This is an optimization exercise on Yosys and OpenROAD, whose aim is small area, not a production implementation.

== the reference run ==
## cordic_pipeline_top
module cordic_pipeline_top(
    input clk,
    input rst_n,
    input en,
    input mode,
    input [15:0] xi,
    input [15:0] yi,
    input [15:0] zi,
    output [15:0] xo,
    output [15:0] yo,
    output [15:0] zo,
    output valid
);
reg [5:0] valid_r;
always @(posedge clk or negedge rst_n)
    if (!rst_n) valid_r <= 6'b0;
    else valid_r <= {valid_r[4:0], en};
assign valid = valid_r[5];
wire d0 = mode ? yi[15] : ~zi[15];
wire [15:0] x1, y1;
add16_rca ux0(.a(xi), .b(yi ^ {16{d0}}), .ci(d0), .s(x1));
add16_rca uy0(.a(yi), .b(xi ^ {16{~d0}}), .ci(~d0), .s(y1));
wire [15:0] z1;
add16_rca uz0(.a(zi), .b(16'h3244 ^ {16{d0}}), .ci(d0), .s(z1));
reg [15:0] xr0, yr0, zr0;
reg mr0;
always @(posedge clk) begin
    xr0 <= x1;
    yr0 <= y1;
    zr0 <= z1;
    mr0 <= mode;
end
wire d1 = mr0 ? yr0[15] : ~zr0[15];
wire [15:0] x2, y2;
add16_rca ux1(.a(xr0), .b({{1{yr0[15]}}, yr0[15:1]} ^ {16{d1}}), .ci(d1), .s(x2));
add16_rca uy1(.a(yr0), .b({{1{xr0[15]}}, xr0[15:1]} ^ {16{~d1}}), .ci(~d1), .s(y2));
wire [15:0] z2;
add16_rca uz1(.a(zr0), .b(16'h1DAC ^ {16{d1}}), .ci(d1), .s(z2));
wire d2 = mr0 ? y2[15] : ~z2[15];
wire [15:0] x3, y3;
add16_rca ux2(.a(x2), .b({{2{y2[15]}}, y2[15:2]} ^ {16{d2}}), .ci(d2), .s(x3));
add16_rca uy2(.a(y2), .b({{2{x2[15]}}, x2[15:2]} ^ {16{~d2}}), .ci(~d2), .s(y3));
wire [15:0] z3;
add16_rca uz2(.a(z2), .b(16'h0FAE ^ {16{d2}}), .ci(d2), .s(z3));
reg [15:0] xr1, yr1, zr1;
reg mr1;
always @(posedge clk) begin
    xr1 <= x3;
    yr1 <= y3;
    zr1 <= z3;
    mr1 <= mr0;
end
wire d3 = mr1 ? yr1[15] : ~zr1[15];
wire [15:0] x4, y4;
add16_rca ux3(.a(xr1), .b({{3{yr1[15]}}, yr1[15:3]} ^ {16{d3}}), .ci(d3), .s(x4));
add16_rca uy3(.a(yr1), .b({{3{xr1[15]}}, xr1[15:3]} ^ {16{~d3}}), .ci(~d3), .s(y4));
wire [15:0] z4;
add16_rca uz3(.a(zr1), .b(16'h07F5 ^ {16{d3}}), .ci(d3), .s(z4));
wire d4 = mr1 ? y4[15] : ~z4[15];
wire [15:0] x5, y5;
add16_rca ux4(.a(x4), .b({{4{y4[15]}}, y4[15:4]} ^ {16{d4}}), .ci(d4), .s(x5));
add16_rca uy4(.a(y4), .b({{4{x4[15]}}, x4[15:4]} ^ {16{~d4}}), .ci(~d4), .s(y5));
wire [15:0] z5;
add16_rca uz4(.a(z4), .b(16'h03FF ^ {16{d4}}), .ci(d4), .s(z5));
reg [15:0] xr2, yr2, zr2;
reg mr2;
always @(posedge clk) begin
    xr2 <= x5;
    yr2 <= y5;
    zr2 <= z5;
  ...
Settings: LEC_CHECK=0, ABC_AREA=1, CAP_MARGIN=20, CORE_MARGIN=2, CORE_UTILIZATION=65, CTS_BUF_LIST=sky130_fd_sc_hd__clkbuf_8, CTS_CLUSTER_DIAMETER=80, CTS_CLUSTER_SIZE=18, SLEW_MARGIN=20; clock period 8.0 ns.
standard.sh (not shown) runs the stock make flow with config.mk's settings and CLKGATE_MAP_FILE= SYNTH_SCRIPT=/design/flow/synth_recipe.tcl, a recipe that flattens the netlist after the stock synthesis.
==> flow/flow/run.sh <==
#!/bin/bash
# The standard layout (standard.sh), with these changes:
#  - synthesis leaves the adders to ABC (no full/half adder cells extracted first) and maps in
#    two passes with delay-targeted area scripts: the logic next to the ports with
#    flow/abc_area_io.script, the rest with flow/abc_area_d.script (flow/synth.tcl is
#    synth_recipe.tcl plus that one change);
#  - the port buffers use the smallest buffer cell.
set -euo pipefail
W=$PWD
export ADDER_MAP_FILE=
export BUFFER_PORTS_ARGS="-buffer_cell sky130_fd_sc_hd__buf_1"
export MY_ABC_SCRIPT="$W/flow/abc_area_d.script"
export MY_ABC_SCRIPT_IO="$W/flow/abc_area_io.script"
sed "s|SYNTH_SCRIPT=[^ ]*|SYNTH_SCRIPT=$W/flow/synth.tcl|" standard.sh > my_standard.sh
grep -q "SYNTH_SCRIPT=$W/flow/synth.tcl" my_standard.sh
bash my_standard.sh > standard_flow.log 2>&1
==> flow/flow/abc_area_d.script <==
strash
dch
map -B 0.9
topo
stime -c
buffer -c
upsize -c
dnsize -c
==> flow/flow/abc_area_io.script <==
strash
dch
map -B 0.9 -D 6000
topo
stime -c
buffer -c
upsize -c -D 6000
dnsize -c -D 6000
==> flow/flow/synth.tcl <==
proc synth {args} { yosys synth -nofsm -noshare {*}$args }
# ABC maps in two passes with delay-targeted area scripts: first the logic between the ports
# and the registers (whose paths also carry the input and output delays) with
# MY_ABC_SCRIPT_IO, then everything else with MY_ABC_SCRIPT.
proc abc {args} {
  set i [lsearch -exact $args -script]
  if { $i >= 0 && [info exists ::env(MY_ABC_SCRIPT)] } {
    set a_in [lreplace $args [expr {$i + 1}] [expr {$i + 1}] $::env(MY_ABC_SCRIPT_IO)]
    set a_rest [lreplace $args [expr {$i + 1}] [expr {$i + 1}] $::env(MY_ABC_SCRIPT)]
    set ff {sky130_fd_sc_hd__dfxtp_1 sky130_fd_sc_hd__dfrtp_1}
    yosys select -set ffs {*}[lmap c $ff {string cat t:$c}]
    yosys select -set iocone o:* %ci*:-sky130_fd_sc_hd__dfxtp_1\[Q\]:-sky130_fd_sc_hd__dfrtp_1\[Q\] i:* %co*:-sky130_fd_sc_hd__dfxtp_1\[D,CLK\]:-sky130_fd_sc_hd__dfrtp_1\[D,CLK,RESET_B\] %u @ffs %d
    yosys abc {*}$a_in @iocone
    yosys abc {*}$a_rest
  } else {
    yosys abc {*}$args
  }
}
source $::env(SCRIPTS_DIR)/synth.tcl
# left out here: clear keep_hierarchy, flatten, clean up, hide names made inside functions, write 1_2_yosys.v
The reference run: PASS, flow complete, no timing, DRC or antenna violations
The following lists how the trial run was set up differently from the reference run:
==> flow/flow/run.sh <==
#!/bin/bash
# The standard layout (standard.sh) with two changes:
#  - synthesis leaves the adders to ABC (no full/half adder cells extracted first);
#  - the port buffers use the smallest buffer cell.
set -euo pipefail
export ADDER_MAP_FILE=
export BUFFER_PORTS_ARGS="-buffer_cell sky130_fd_sc_hd__buf_1"
bash standard.sh > standard_flow.log 2>&1
--- a/flow/config.mk
+++ b/flow/config.mk
@@ -11,4 +11,4 @@
-export CORE_UTILIZATION = 65
-export CTS_BUF_LIST = sky130_fd_sc_hd__clkbuf_8
-export CTS_CLUSTER_DIAMETER = 80
-export CTS_CLUSTER_SIZE = 18
+export CORE_UTILIZATION = 55
+export CTS_BUF_LIST = sky130_fd_sc_hd__clkbuf_8 sky130_fd_sc_hd__clkbuf_16
+export CTS_CLUSTER_DIAMETER = 100
+export CTS_CLUSTER_SIZE = 30
removed: flow/flow/abc_area_d.script
removed: flow/flow/abc_area_io.script
removed: flow/flow/synth.tcl
[summary]
Diff the reference run -> the trial run: worst hold slack went up by 6.2 ps, fmax went down by about 3.7%, total routed wire length on the met1 layer went down by about 8%, met2 layer usage reported by global route went down by 7.4 points.
Taking the reference run as the reference, in the trial run initial standard-cell utilization of the core dropped 10 points; post-synthesis to final-layout area growth climbed 2.5 points; multiplexer share of the synthesized area barely changed.
Going from the reference run to the trial run, the register fraction of the total cell area was found to have gone down by 0.52 points.
No run of this note included a check of the RTL's function; only the layout flow was run.

-- what the ideal ports hide --
How much do the figures lean on ideal ports? The routed layouts below were timed once more, with nothing changed but the port constraints. Step 1, drivers: a clkbuf_16 drives clk and a buf_2 each remaining input, both assumed. Step 2 times the ports against the registers' clock, not the clock port: input delays grow and output delays shrink by t, the midpoint of the rising clock arrivals with the driver on. a / b / c = no drivers / after step 1 / after step 2; a / b = the first two.
run | t (ns) | slack for setup (ns) | latest minus earliest clock arrival (ns) | worst data-port slew with drivers (ns)
the reference run | 0.657 | 0.552 / 0.499 / 0.694 | 0.041 / 0.041 | 0.04
the trial run | 0.589 | 0.265 / 0.204 / 0.608 | 0.024 / 0.024 | 0.04
After both steps every run listed still meets setup and hold.
